Background: an optimization exercise with open tools, aiming at small area, a short achievable clock period and few clock cycles. Do not read the settings as production practice.
RTL that was checked went through simulation tests only; none was proved equivalent to the original.
No activity file was given, so power comes from the tool's default toggle rates.

Setup of purple:
## top
module top(
input clk,
input reset,
input start,
input signed [1:0] wrdata,
input signed [15:0] b12_wrdata,
input signed [15:0] b23_wrdata,
input [4:0] wr_b12addr,
input [8:0] wraddr,
input [3:0] wr_b23addr,
input we_data,
input we_b12,
input b23_we,
output [12:0] w12_rdaddr,
input signed [15:0] w12_rddata,
output [7:0] w23_rdaddr,
input signed [15:0] w23_rddata,
output reg done,
output reg [9:0] onehot_enc
);
genvar gi;
integer j, k;
reg wv_img, wv_b12, wv_b23;
reg [7:0] wa;
reg [15:0] wd;
always @(posedge clk) begin
  wv_img <= we_data;
  wv_b12 <= we_b12;
  wv_b23 <= b23_we;
  wa <= we_data ? wraddr[7:0] : (we_b12 ? {3'b0, wr_b12addr[0], wr_b12addr[4:1]} : {4'b0, wr_b23addr});
  wd <= we_data ? {{14{wrdata[1]}}, wrdata} : (we_b12 ? b12_wrdata : b23_wrdata);
end
wire [511:0] imgv;
reg [15:0] b12e [0:9];    
reg [15:0] b12o [0:9];
generate for (gi = 0; gi < 256; gi = gi + 1) begin : g_img
  reg [1:0] px;
  always @(posedge clk)
    if (wv_img && wa == gi) px <= wd[1:0];
  assign imgv[2*gi+1:2*gi] = px;
end endgenerate
function [3:0] enc16(input [15:0] oh);
  integer q;
  begin
    enc16 = 4'd0;
    for (q = 0; q < 16; q = q + 1)
      if (oh[q]) enc16 = enc16 | q[3:0];
  end
endfunction
function [15:0] lowest16(input [15:0] v);
  reg [15:0] below;
  integer q, d;
  begin
    below = {v[14:0], 1'b0};
    for (d = 1; d < 16; d = d * 2)
      for (q = 15; q >= 0; q = q - 1)
        if (q >= d) below[q] = below[q] | below[q-d];
  ...
clock: 10.0 ns
lec_check: 0
cap_margin: 20
core_margin: 2
core_utilization: 55
cts_buf_list: sky130_fd_sc_hd__clkbuf_16
cts_cluster_diameter: 90
cts_cluster_size: 26
place_density: 0.6
slew_margin: 20
standard.sh (not shown) runs the stock make flow with config.mk's settings and CLKGATE_MAP_FILE= SYNTH_SCRIPT=/design/flow/synth_recipe.tcl, a recipe that flattens the netlist after the stock synthesis.
==> flow/flow/run.sh <==
#!/bin/bash
set -euo pipefail
MARGIN=6.5
sed "s/ CLKGATE_MAP_FILE= / CLKGATE_MAP_FILE= SETUP_SLACK_MARGIN=$MARGIN /" standard.sh > standard_margin.sh
grep -q "SETUP_SLACK_MARGIN=$MARGIN" standard_margin.sh
bash standard_margin.sh > standard_margin.log 2>&1
Changes in blue relative to purple:
--- a/flow/design.v
+++ b/flow/design.v
@@ -100,29 +100,28 @@
       e = ne;
     end
     sgt32 = g[0];
   end
 endfunction
 function [32:0] ksadd(input [31:0] a, input [31:0] b, input cin);
   reg [31:0] g, p, gg, pp, ng, np;
-  integer q, d, src;
+  integer q, d;
   begin
     p = a ^ b;
     g = a & b;
     g[0] = g[0] | (p[0] & cin);
     gg = g;
     pp = p;
     for (d = 1; d < 32; d = d * 2) begin
       ng = gg;
       np = pp;
       for (q = 0; q < 32; q = q + 1)
-        if ((q / d) % 2 == 1) begin
-          src = (q / d) * d - 1;
-          ng[q] = gg[q] | (pp[q] & gg[src]);
-          np[q] = pp[q] & pp[src];
+        if (q >= d) begin
+          ng[q] = gg[q] | (pp[q] & gg[q-d]);
+          np[q] = pp[q] & pp[q-d];
         end
       gg = ng;
       pp = np;
     end
     ksadd = {gg[31], p ^ {gg[30:0], cin}};
   end
 endfunction
Notes after the runs:
- blue finished all stages; the layout is clean.
- purple has lower cell area after placement than blue.
- A launch point of the worst path of wa[2]$_DFF_P_ is what purple shows, while kC[0]$_DFF_P_ belongs to blue.
- Summary of blue over purple: net switching share of the total power closely matched the old numbers, fmax shows an increase of 1.7%, core utilization ~0 delta, logic depth of the worst register-to-register path rose by 5, number of sequential cells shows no meaningful change.
- blue ends up with a post-layout worst setup margin that is 58 ps higher than in purple.
Testbench counts of blue, summed over its fixed seeds: cycles 98,484.
For purple, only the layout was checked, not whether the RTL still works.

========
== v15 ==
Another version of the RTL of top (not shown whole).
For scale: ~1600 flip-flops, ~120 I/O pins, ~0.060 mm2 of cells after synthesis.
Settings: LEC_CHECK=0, CAP_MARGIN=20, CORE_MARGIN=2, CORE_UTILIZATION=40, PLACE_DENSITY=0.45, SLEW_MARGIN=20; clock period 10.0 ns.
Scripts as last shown in full above: flow/flow/run.sh
Testbench counts of v15, summed over its fixed seeds: cycles 98,484.
Here is what was changed in the inputs of v38 compared with v15.
diff --git a/flow/design.v b/flow/design.v
--- a/flow/design.v
+++ b/flow/design.v
@@ -13,34 +13,44 @@
 input we_b12,
 input b23_we,
 output [12:0] w12_rdaddr,
 input signed [15:0] w12_rddata,
 output [7:0] w23_rdaddr,
 input signed [15:0] w23_rddata,
 output reg done,
 output reg [9:0] onehot_enc
 );
 genvar gi;
 integer j, k;
+reg wv_img, wv_b12, wv_b23;
+reg [7:0] wa;
+reg [15:0] wd;
+always @(posedge clk) begin
+  wv_img <= we_data;
+  wv_b12 <= we_b12;
+  wv_b23 <= b23_we;
+  wa <= we_data ? wraddr[7:0] : (we_b12 ? {3'b0, wr_b12addr} : {4'b0, wr_b23addr});
+  wd <= we_data ? {{14{wrdata[1]}}, wrdata} : (we_b12 ? b12_wrdata : b23_wrdata);
+end
 wire [511:0] imgv;
 generate for (gi = 0; gi < 256; gi = gi + 1) begin : g_img
   reg [1:0] px;
   always @(posedge clk)
-    if (we_data && wraddr[7:0] == gi) px <= wrdata;
+    if (wv_img && wa == gi) px <= wd[1:0];
   assign imgv[2*gi+1:2*gi] = px;
 end endgenerate
 wire [319:0] b12v;
 generate for (gi = 0; gi < 20; gi = gi + 1) begin : g_b12
   reg [15:0] e;
   always @(posedge clk)
-    if (we_b12 && wr_b12addr == gi) e <= b12_wrdata;
+    if (wv_b12 && wa[4:0] == gi) e <= wd;
   assign b12v[16*gi+15:16*gi] = e;
 end endgenerate
 function [3:0] enc16(input [15:0] oh);
   integer q;
   begin
     enc16 = 4'd0;
     for (q = 0; q < 16; q = q + 1)
       if (oh[q]) enc16 = enc16 | q[3:0];
   end
 endfunction
 function [15:0] lowest16(input [15:0] v);
@@ -154,37 +164,37 @@
 wire [3:0] grp = enc16(goh);
 reg [1:0] xv;
 always @* begin
   xv = 2'b00;
   for (j = 0; j < 16; j = j + 1)
     xv = xv | ({2{low[j]}} & rem[2*j +: 2]);
 end
 wire tok_last = lig & goh[15];          
 wire emit = factive & ~(tok_last & outstanding);
 wire take;                              
 always @(posedge clk) begin
-  if (start) begin
+  if (start_q) begin
     goh <= 16'd1;
     rem <= imgv[31:0];
   end else if (emit) begin
     if (lig) begin
       goh <= gnext;
       rem <= gnx_data;
     end else
       rem <= rem & ~low2;
   end
 end
 always @(posedge clk) begin
   if (reset) begin
     factive <= 1'b0;
-  end else if (start) begin
+  end else if (start_q) begin
     factive <= 1'b1;
     fh <= 5'd0;
     ffirst <= 1'b1;
   end else if (emit) begin
     ffirst <= tok_last;
     if (tok_last) begin
       fh <= fh + 5'd1;
       if (fh == 5'd19) factive <= 1'b0;
     end
   end
 end
@@ -320,33 +330,33 @@
     finalC <= finalB;
   end
 end
 reg [15:0] b23r [0:9];
 reg [9:0] wrot;
 always @(posedge clk)
   if (reset) wrot <= 10'd2;
   else wrot <= {wrot[0], wrot[9:1]};
 reg [9:0] wdec, wsel;
 always @* begin
   for (j = 0; j < 10; j = j + 1)
-    wdec[j] = (wr_b23addr == j);
+    wdec[j] = (wa[3:0] == j);
   for (j = 0; j < 10; j = j + 1) begin
     wsel[j] = 1'b0;
     for (k = 0; k < 10; k = k + 1)
       wsel[j] = wsel[j] | (wdec[k] & wrot[(j - k + 10) % 10]);
-    wsel[j] = wsel[j] & b23_we;
+    wsel[j] = wsel[j] & wv_b23;
   end
 end
 always @(posedge clk)
   for (j = 0; j < 10; j = j + 1)
-    b23r[j] <= wsel[j] ? b23_wrdata : b23r[(j + 1) % 10];
+    b23r[j] <= wsel[j] ? wd : b23r[(j + 1) % 10];
 wire [31:0] addA = initC ? {{6{b23r[0][15]}}, b23r[0], 10'd0} : accr[0];
 wire [31:0] pext = {{12{prodq[19]}}, prodq};
 wire [31:0] addB = pext << {kC, 2'b00};
 wire [32:0] sum_c = ksadd(addA, addB, 1'b0);
 always @(posedge clk) begin
   for (j = 0; j < 9; j = j + 1) accr[j] <= accr[j+1];
   accr[9] <= sum_c[31:0];
 end
 wire [3:0] nD = (na >= 4'd3) ? na - 4'd3 : na + 4'd7;
 wire [31:0] fo = {accr[9][31:3], accr[9][2:0] & {3{~accr[9][31]}}};
 wire gt = sgt32(fo, best);
Results
- v38 vs v15 — multi-input combinational cell count rose about 3%.
- Going from v15 to v38, the global-route usage was found to have gone up by 0.58 points.
- Compared v38 vs v15, and fraction of area in non-clock buffers is down in v38.
- The die of v38 is larger than the one used in v15.
- v15 has a lower number of inserted filler cells in the final layout than v38.
- Going from v15 to v38, minimum setup slack after placement grows by 0.20 ns.
- v38 and v15 all finish clean.
No functional check of the RTL was part of v38.

========
top with an RTL version that a note above also has.
Size in the first run: ~4,500 cells after synthesis, ~1,600 flip-flops.
Settings: LEC_CHECK=0, CAP_MARGIN=20, CORE_MARGIN=2, CORE_UTILIZATION=50, CTS_BUF_LIST=sky130_fd_sc_hd__clkbuf_16, CTS_CLUSTER_DIAMETER=90, CTS_CLUSTER_SIZE=28, PLACE_DENSITY=0.55, SLEW_MARGIN=20; clock period 10.0 ns.
==> flow/flow/run.sh <==
#!/bin/bash
set -euo pipefail
MARGIN=6.8
sed "s/ CLKGATE_MAP_FILE= / CLKGATE_MAP_FILE= SETUP_SLACK_MARGIN=$MARGIN /" standard.sh > standard_margin.sh
grep -q "SETUP_SLACK_MARGIN=$MARGIN" standard_margin.sh
bash standard_margin.sh > standard_margin.log 2>&1
Testbench counts at the start, summed over its fixed seeds: cycles 98,484.
Rerun with:
--- a/flow/design.v
+++ b/flow/design.v
@@ -194,56 +194,49 @@
 end
 always @(posedge clk) begin
   if (reset || start_q) outstanding <= 1'b0;
   else if (emit && tok_last) outstanding <= 1'b1;
   else if (take) outstanding <= 1'b0;
 end
 reg [12:0] a12;      
 reg [15:0] bnext;    
 reg bnv;             
-reg [1:0] x1, x2;
-reg first1, last1, first2, last2, last3;
-reg [15:0] b12q;
-reg [15:0] wq, acc, pending;
+reg [1:0] x1;
+reg first1, last1, last2;
+reg [15:0] acc, pending;
 reg pend_v;
 assign w12_rdaddr = a12;
 always @(posedge clk) begin
   a12 <= {fh, grp, pidx};
-  wq <= w12_rddata;
-  b12q <= bnext;
-  x2 <= x1;
   if (reset) begin
-    x1 <= 2'b00; first1 <= 1'b0; last1 <= 1'b0;
-    first2 <= 1'b0; last2 <= 1'b0; last3 <= 1'b0;
+    x1 <= 2'b00; first1 <= 1'b0; last1 <= 1'b0; last2 <= 1'b0;
   end else begin
     x1 <= emit ? xv : 2'b00;
     first1 <= emit & ffirst;
     last1 <= emit & tok_last;
-    first2 <= first1;
     last2 <= last1;
-    last3 <= last2;
   end
 end
 wire [4:0] bp = ~factive ? 5'd0 : (ffirst ? fh : fh + 5'd1);
 assign bnv_ok = bnv;
 always @(posedge clk) begin
   if (reset || wv_b12 || (emit && ffirst)) bnv <= 1'b0;
   else if (~first1 && bhit) bnv <= 1'b1;
   if (~bnv && ~first1 && bhit) bnext <= bp[0] ? b12o[0] : b12e[0];
 end
-wire [15:0] tsel = x2[0] ? wq : {wq[14:0], 1'b0};
-wire [15:0] term = (x2 == 2'b00) ? 16'd0 : (x2[1] ? ~tsel : tsel);
+wire [15:0] tsel = x1[0] ? w12_rddata : {w12_rddata[14:0], 1'b0};
+wire [15:0] term = (x1 == 2'b00) ? 16'd0 : (x1[1] ? ~tsel : tsel);
 always @(posedge clk)
-  acc <= ksadd({16'd0, first2 ? b12q : acc}, {16'd0, term}, x2[1]);
+  acc <= ksadd({16'd0, first1 ? bnext : acc}, {16'd0, term}, x1[1]);
 always @(posedge clk) begin
-  if (last3) pending <= relu16(acc);
+  if (last2) pending <= relu16(acc);
   if (reset || start_q) pend_v <= 1'b0;
-  else if (last3) pend_v <= 1'b1;
+  else if (last2) pend_v <= 1'b1;
   else if (take) pend_v <= 1'b0;
 end
 reg [3:0] na;         
 reg busy;             
 reg [1:0] kc;         
 reg [4:0] fh2;        
 reg [7:0] a23;
 reg [15:0] cur;       
 reg [5:0] chq;        
Die area came out lower slightly.
Register-to-register slack loses 20 ps.
Fmax falls by a few percent.
Routed wire length goes up by a few percent.
Cell count is about the same.
Global-route usage went up by 1.2 points.
Worst hold slack degrades by 13 ps.
Worst setup slack got worse by 200 ps.
Utilization decreases by 0.33 points.
Synthesized area shrinks slightly.
Sequential power is lower by a few percent.
Flip-flop and latch count decreases by 36.
For the second run of this note, only the layout was checked, not whether the RTL still works.

========
## PW
The RTL this note starts from:
==> flow/design.v <==
`timescale 1ns / 1ps
module top(
input clk,
input reset,
input start,
input signed [1:0] wrdata,
input signed [15:0] b12_wrdata,
input signed [15:0] b23_wrdata,
input [4:0] wr_b12addr,
input [8:0] wraddr,
input [3:0] wr_b23addr,
input we_data,
input we_b12,
input b23_we,
output [12:0] w12_rdaddr,
input signed [15:0] w12_rddata,
output [7:0] w23_rdaddr,
input signed [15:0] w23_rddata,
output reg done,
output reg [9:0] onehot_enc
);
genvar gi;
integer j;
wire [511:0] imgv;
generate for (gi = 0; gi < 256; gi = gi + 1) begin : g_img
  reg [1:0] px;
  always @(posedge clk)
    if (we_data && wraddr[7:0] == gi) px <= wrdata;
  assign imgv[2*gi+1:2*gi] = px;
end endgenerate
wire [319:0] b12v;
generate for (gi = 0; gi < 20; gi = gi + 1) begin : g_b12
  reg [15:0] e;
  always @(posedge clk)
    if (we_b12 && wr_b12addr == gi) e <= b12_wrdata;
  assign b12v[16*gi+15:16*gi] = e;
end endgenerate
wire [159:0] b23v;
generate for (gi = 0; gi < 10; gi = gi + 1) begin : g_b23
  reg [15:0] e;
  always @(posedge clk)
    if (b23_we && wr_b23addr == gi) e <= b23_wrdata;
  assign b23v[16*gi+15:16*gi] = e;
end endgenerate
function [3:0] enc16(input [15:0] oh);
  integer q;
  begin
    enc16 = 4'd0;
    for (q = 0; q < 16; q = q + 1)
      if (oh[q]) enc16 = enc16 | q[3:0];
  end
endfunction
function [15:0] relu16(input [15:0] s);
  relu16 = s[15] ? {{3{1'b1}}, s[15:3]} : s;
endfunction
function [31:0] relu32(input [31:0] s);
  relu32 = s[31] ? {{3{1'b1}}, s[31:3]} : s;
endfunction
reg factive;       
reg [4:0] fh;      
reg ffirst;        
reg [3:0] grp;     
reg [31:0] rem;    
reg outstanding;   
wire [15:0] gnz;
generate for (gi = 0; gi < 16; gi = gi + 1) begin : g_gnz
  assign gnz[gi] = |imgv[32*gi+31:32*gi];
end endgenerate
wire [15:0] gfirst_oh = gnz & (~gnz + 16'd1);
wire [15:0] gm = gnz & (16'hFFFE << grp);
wire has_ng = |gm;
wire [15:0] gnext_oh = gm & (~gm + 16'd1);
wire [15:0] gsel_oh = (factive && has_ng) ? gnext_oh : gfirst_oh;
wire [3:0] gsel_idx = enc16(gsel_oh);
reg [31:0] gsel_data;
always @* begin
  gsel_data = 32'd0;
  for (j = 0; j < 16; j = j + 1)
    gsel_data = gsel_data | ({32{gsel_oh[j]}} & imgv[32*j +: 32]);
end
wire [15:0] nzr;
wire [15:0] low;
wire [31:0] low2;
generate for (gi = 0; gi < 16; gi = gi + 1) begin : g_nzr
  assign nzr[gi] = rem[2*gi] | rem[2*gi+1];
  assign low2[2*gi+1:2*gi] = {2{low[gi]}};
end endgenerate
assign low = nzr & (~nzr + 16'd1);
wire lig = ~|(nzr & ~low);              
wire [3:0] pidx = enc16(low);
reg [1:0] xv;
always @* begin
  xv = 2'b00;
  for (j = 0; j < 16; j = j + 1)
    xv = xv | ({2{low[j]}} & rem[2*j +: 2]);
end
wire tok_last = lig & ~has_ng;          
wire emit = factive & ~(tok_last & outstanding);
wire take;                              
always @(posedge clk) begin
  if (reset) begin
    factive <= 1'b0;
  end else if (start) begin
    factive <= 1'b1;
    fh <= 5'd0;
    ffirst <= 1'b1;
    grp <= gsel_idx;
    rem <= gsel_data;
  end else if (emit) begin
    if (lig) begin
      grp <= gsel_idx;
      rem <= gsel_data;
    end else
      rem <= rem & ~low2;
    ffirst <= tok_last;
    if (tok_last) begin
      fh <= fh + 5'd1;
      if (fh == 5'd19) factive <= 1'b0;
    end
  end
end
always @(posedge clk) begin
  if (reset || start) outstanding <= 1'b0;
  else if (emit && tok_last) outstanding <= 1'b1;
  else if (take) outstanding <= 1'b0;
end
reg [12:0] a12;
reg [1:0] x1, x2;
reg first1, last1, first2, last2, last3;
reg [4:0] h2;
reg [15:0] wq, acc, pending;
reg pend_v;
assign w12_rdaddr = a12;
always @(posedge clk) begin
  a12 <= {fh, grp, pidx};
  wq <= w12_rddata;
  h2 <= a12[12:8];
  x2 <= x1;
  if (reset) begin
    x1 <= 2'b00; first1 <= 1'b0; last1 <= 1'b0;
    first2 <= 1'b0; last2 <= 1'b0; last3 <= 1'b0;
  end else begin
    x1 <= emit ? xv : 2'b00;
    first1 <= emit & ffirst;
    last1 <= emit & tok_last;
    first2 <= first1;
    last2 <= last1;
    last3 <= last2;
  end
end
wire [15:0] b12sel = b12v[16*h2 +: 16];
wire [15:0] tsel = x2[0] ? wq : {wq[14:0], 1'b0};
wire [15:0] term = (x2 == 2'b00) ? 16'd0 : (x2[1] ? ~tsel : tsel);
always @(posedge clk)
  acc <= (first2 ? b12sel : acc) + term + {15'd0, x2[1]};
always @(posedge clk) begin
  if (last3) pending <= relu16(acc);
  if (reset || start) pend_v <= 1'b0;
  else if (last3) pend_v <= 1'b1;
  else if (take) pend_v <= 1'b0;
end
reg [3:0] na;         
reg busy;             
reg [1:0] kc;         
reg [4:0] fh2;        
reg [7:0] a23;
reg [15:0] cur;       
reg [4:0] chq;
reg vB, initB, finalB, initC, finalC, finalD;
reg [1:0] kB, kC;
reg [19:0] prodq;
reg [31:0] accr [0:9];
reg [31:0] best;
assign w23_rdaddr = a23;
wire wrap = (na == 4'd9);
wire [3:0] na_n = wrap ? 4'd0 : na + 4'd1;
wire cont = busy && (kc != 2'd3);
assign take = wrap && !cont && pend_v && !reset && !start;
wire [4:0] fh2_n = (reset || start) ? 5'd31 : (take ? fh2 + 5'd1 : fh2);
function [7:0] times20(input [3:0] n);
  times20 = {n, 4'b0} + {2'b0, n, 2'b0};
endfunction
always @(posedge clk) begin
  if (reset) na <= 4'd0;
  else na <= na_n;
  fh2 <= fh2_n;
  a23 <= times20(na_n) + {3'b0, fh2_n};
  if (reset || start) begin
    busy <= 1'b0;
  end else if (wrap) begin
    if (cont) kc <= kc + 2'd1;
    else if (pend_v) begin busy <= 1'b1; kc <= 2'd0; end
    else busy <= 1'b0;
  end
  if (busy && kc == 2'd0 && na == 4'd0) cur <= pending;
end
always @(posedge clk) begin
  case (kc)
    2'd0: chq <= {w23_rddata[3:0], 1'b0};
    2'd1: chq <= w23_rddata[7:3];
    2'd2: chq <= w23_rddata[11:7];
    default: chq <= w23_rddata[15:11];
  endcase
  kB <= kc;
  if (reset) begin
    vB <= 1'b0; initB <= 1'b0; finalB <= 1'b0;
  end else begin
    vB <= busy;
    initB <= busy && fh2 == 5'd0 && kc == 2'd0;
    finalB <= busy && fh2 == 5'd19 && kc == 2'd3;
  end
end
function [19:0] booth2(input [15:0] a, input [4:0] c);
  reg [17:0] ae, p0, p1;
  reg s10, s20, s11, s21;
  begin
    ae = {{2{a[15]}}, a};
    s10 = c[1] ^ c[0];
    s20 = (c[2] & ~c[1] & ~c[0]) | (~c[2] & c[1] & c[0]);
    s11 = c[3] ^ c[2];
    s21 = (c[4] & ~c[3] & ~c[2]) | (~c[4] & c[3] & c[2]);
    p0 = ({18{s10}} & ae) | ({18{s20}} & {ae[16:0], 1'b0});
    p1 = ({18{s11}} & ae) | ({18{s21}} & {ae[16:0], 1'b0});
    if (c[2]) p0 = ~p0;
    if (c[4]) p1 = ~p1;
    booth2 = {{2{p0[17]}}, p0} + {p1, 2'b00} + {19'd0, c[2]} + {17'd0, c[4], 2'b00};
  end
endfunction
always @(posedge clk) begin
  prodq <= vB ? booth2(cur, chq) : 20'd0;
  kC <= kB;
  if (reset) begin
    initC <= 1'b0; finalC <= 1'b0;
  end else begin
    initC <= initB;
    finalC <= finalB;
  end
end
wire [3:0] nC = (na >= 4'd2) ? na - 4'd2 : na + 4'd8;
wire [15:0] b23sel = b23v[16*nC +: 16];
wire [31:0] addA = initC ? {{6{b23sel[15]}}, b23sel, 10'd0} : accr[0];
wire [31:0] pext = {{12{prodq[19]}}, prodq};
wire [31:0] addB = pext << {kC, 2'b00};
always @(posedge clk) begin
  for (j = 0; j < 9; j = j + 1) accr[j] <= accr[j+1];
  accr[9] <= addA + addB;
end
wire [3:0] nD = (na >= 4'd3) ? na - 4'd3 : na + 4'd7;
wire [31:0] fo = relu32(accr[9]);
always @(posedge clk) begin
  if (reset) finalD <= 1'b0;
  else finalD <= finalC;
  if (reset || start) done <= 1'b0;
  else if (finalD) begin
    if (nD == 4'd0 || $signed(fo) > $signed(best)) begin
      best <= fo;
      onehot_enc <= 10'd1 << nD;
    end
    if (nD == 4'd9) done <= 1'b1;
  end
end
endmodule
make LEC_CHECK=0 CAP_MARGIN=20 CORE_MARGIN=2 CORE_UTILIZATION=40 PLACE_DENSITY=0.45 SLEW_MARGIN=20 finish   # period 10.0 ns
run.sh (not shown) runs the stock make flow with config.mk's settings and CLKGATE_MAP_FILE= SYNTH_SCRIPT=/design/flow/synth_recipe.tcl, a recipe that flattens the netlist after the stock synthesis.
Stock flow here: none of the scripts above is used.
Setup changes, PW to TR
--- a/flow/design.v
+++ b/flow/design.v
@@ -60,10 +60,12 @@
 reg [4:0] fh;      
 reg ffirst;        
 reg [3:0] grp;     
 reg [31:0] rem;    
 reg outstanding;   
+reg start_q;       
+always @(posedge clk) start_q <= start & ~reset;
 wire [15:0] gnz;
 generate for (gi = 0; gi < 16; gi = gi + 1) begin : g_gnz
   assign gnz[gi] = |imgv[32*gi+31:32*gi];
 end endgenerate
 wire [15:0] gfirst_oh = gnz & (~gnz + 16'd1);
@@ -98,11 +100,11 @@
 wire emit = factive & ~(tok_last & outstanding);
 wire take;                              
 always @(posedge clk) begin
   if (reset) begin
     factive <= 1'b0;
-  end else if (start) begin
+  end else if (start_q) begin
     factive <= 1'b1;
     fh <= 5'd0;
     ffirst <= 1'b1;
     grp <= gsel_idx;
     rem <= gsel_data;
@@ -118,25 +120,25 @@
       if (fh == 5'd19) factive <= 1'b0;
     end
   end
 end
 always @(posedge clk) begin
-  if (reset || start) outstanding <= 1'b0;
+  if (reset || start_q) outstanding <= 1'b0;
   else if (emit && tok_last) outstanding <= 1'b1;
   else if (take) outstanding <= 1'b0;
 end
 reg [12:0] a12;
 reg [1:0] x1, x2;
 reg first1, last1, first2, last2, last3;
-reg [4:0] h2;
+reg [15:0] b12q;
 reg [15:0] wq, acc, pending;
 reg pend_v;
 assign w12_rdaddr = a12;
 always @(posedge clk) begin
   a12 <= {fh, grp, pidx};
   wq <= w12_rddata;
-  h2 <= a12[12:8];
+  b12q <= b12v[16*a12[12:8] +: 16];
   x2 <= x1;
   if (reset) begin
     x1 <= 2'b00; first1 <= 1'b0; last1 <= 1'b0;
     first2 <= 1'b0; last2 <= 1'b0; last3 <= 1'b0;
   end else begin
@@ -146,18 +148,17 @@
     first2 <= first1;
     last2 <= last1;
     last3 <= last2;
   end
 end
-wire [15:0] b12sel = b12v[16*h2 +: 16];
 wire [15:0] tsel = x2[0] ? wq : {wq[14:0], 1'b0};
 wire [15:0] term = (x2 == 2'b00) ? 16'd0 : (x2[1] ? ~tsel : tsel);
 always @(posedge clk)
-  acc <= (first2 ? b12sel : acc) + term + {15'd0, x2[1]};
+  acc <= (first2 ? b12q : acc) + term + {15'd0, x2[1]};
 always @(posedge clk) begin
   if (last3) pending <= relu16(acc);
-  if (reset || start) pend_v <= 1'b0;
+  if (reset || start_q) pend_v <= 1'b0;
   else if (last3) pend_v <= 1'b1;
   else if (take) pend_v <= 1'b0;
 end
 reg [3:0] na;         
 reg busy;             
@@ -173,21 +174,21 @@
 reg [31:0] best;
 assign w23_rdaddr = a23;
 wire wrap = (na == 4'd9);
 wire [3:0] na_n = wrap ? 4'd0 : na + 4'd1;
 wire cont = busy && (kc != 2'd3);
-assign take = wrap && !cont && pend_v && !reset && !start;
-wire [4:0] fh2_n = (reset || start) ? 5'd31 : (take ? fh2 + 5'd1 : fh2);
+assign take = wrap && !cont && pend_v;
+wire [4:0] fh2_t = take ? fh2 + 5'd1 : fh2;
 function [7:0] times20(input [3:0] n);
   times20 = {n, 4'b0} + {2'b0, n, 2'b0};
 endfunction
 always @(posedge clk) begin
   if (reset) na <= 4'd0;
   else na <= na_n;
-  fh2 <= fh2_n;
-  a23 <= times20(na_n) + {3'b0, fh2_n};
-  if (reset || start) begin
+  fh2 <= (reset || start_q) ? 5'd31 : fh2_t;
+  a23 <= times20(na_n) + {3'b0, fh2_t};
+  if (reset || start_q) begin
     busy <= 1'b0;
   end else if (wrap) begin
     if (cont) kc <= kc + 2'd1;
     else if (pend_v) begin busy <= 1'b1; kc <= 2'd0; end
     else busy <= 1'b0;
@@ -234,13 +235,14 @@
   end else begin
     initC <= initB;
     finalC <= finalB;
   end
 end
-wire [3:0] nC = (na >= 4'd2) ? na - 4'd2 : na + 4'd8;
-wire [15:0] b23sel = b23v[16*nC +: 16];
-wire [31:0] addA = initC ? {{6{b23sel[15]}}, b23sel, 10'd0} : accr[0];
+reg [15:0] b23q;
+wire [3:0] nB = (na >= 4'd1) ? na - 4'd1 : 4'd9;
+always @(posedge clk) b23q <= b23v[16*nB +: 16];
+wire [31:0] addA = initC ? {{6{b23q[15]}}, b23q, 10'd0} : accr[0];
 wire [31:0] pext = {{12{prodq[19]}}, prodq};
 wire [31:0] addB = pext << {kC, 2'b00};
 always @(posedge clk) begin
   for (j = 0; j < 9; j = j + 1) accr[j] <= accr[j+1];
   accr[9] <= addA + addB;
## What came out
- When TR is measured against PW, its clock net sink count turns out 1.9% higher.
- Via count of the first global-routing pass up about 3.3% in TR wrt PW
- Area fraction in compound gates after synthesis: TR vs PW — no meaningful difference
- STATUS final design area excluding fillers: TR loses against PW
- TR — non-clock buffer count 4 higher, PW as reference
- Final cell count (higher): TR
- Worst path arrival time: higher on TR
- Changes observed in TR relative to PW: number of multi-input logic gates went up 1.8%; routed wire length went up about 6.4%.
Function was not checked in any run of this note: the RTL went through the layout flow alone.

[separate check: timing with driven ports]
How much do the figures lean on ideal ports? The routed layouts below were timed once more, with nothing changed but the port constraints. Step 1: set_driving_cell puts a clkbuf_16 on clk and a buf_2 on each other input, an assumption about the parent block. Step 2 also shifts input and output timing later by t, the mid clock arrival at the registers, as if the neighbouring blocks saw the same clock. a / b / c = no drivers / after step 1 / after step 2; a / b = the first two.
run | shift t [ns] | slack for setup (ns) | hold WS [ns] | clock arrival spread, ns
purple | 0.743 | 6.587 / 6.567 / 6.098 | 0.324 / 0.324 / 0.324 | 0.035 / 0.034
blue | 0.740 | 6.645 / 6.573 / 6.006 | 0.310 / 0.310 / 0.310 | 0.037 / 0.038
v15 | 0.844 | 6.398 / 6.452 / 5.608 | 0.319 / 0.319 / 0.319 | 0.036 / 0.036
v38 | 0.861 | 6.523 / 6.503 / 6.029 | 0.317 / 0.317 / 0.317 | 0.030 / 0.030
the first run of note 3 | 0.754 | 6.777 / 6.702 / 6.245 | 0.328 / 0.328 / 0.328 | 0.041 / 0.042
the second run of note 3 | 0.744 | 6.579 / 6.590 / 5.853 | 0.315 / 0.315 / 0.315 | 0.046 / 0.046
PW | 0.875 | 4.292 / 4.292 / 4.084 | 0.321 / 0.321 / 0.321 | 0.033 / 0.033
TR | 0.855 | 4.089 / 4.089 / 4.089 | 0.320 / 0.320 / 0.320 | 0.057 / 0.057
After both steps setup and hold are still met in every run listed. The setup slack of v15, which loses most, moves by +0.054 ns with the drivers and by -0.790 ns with both steps.
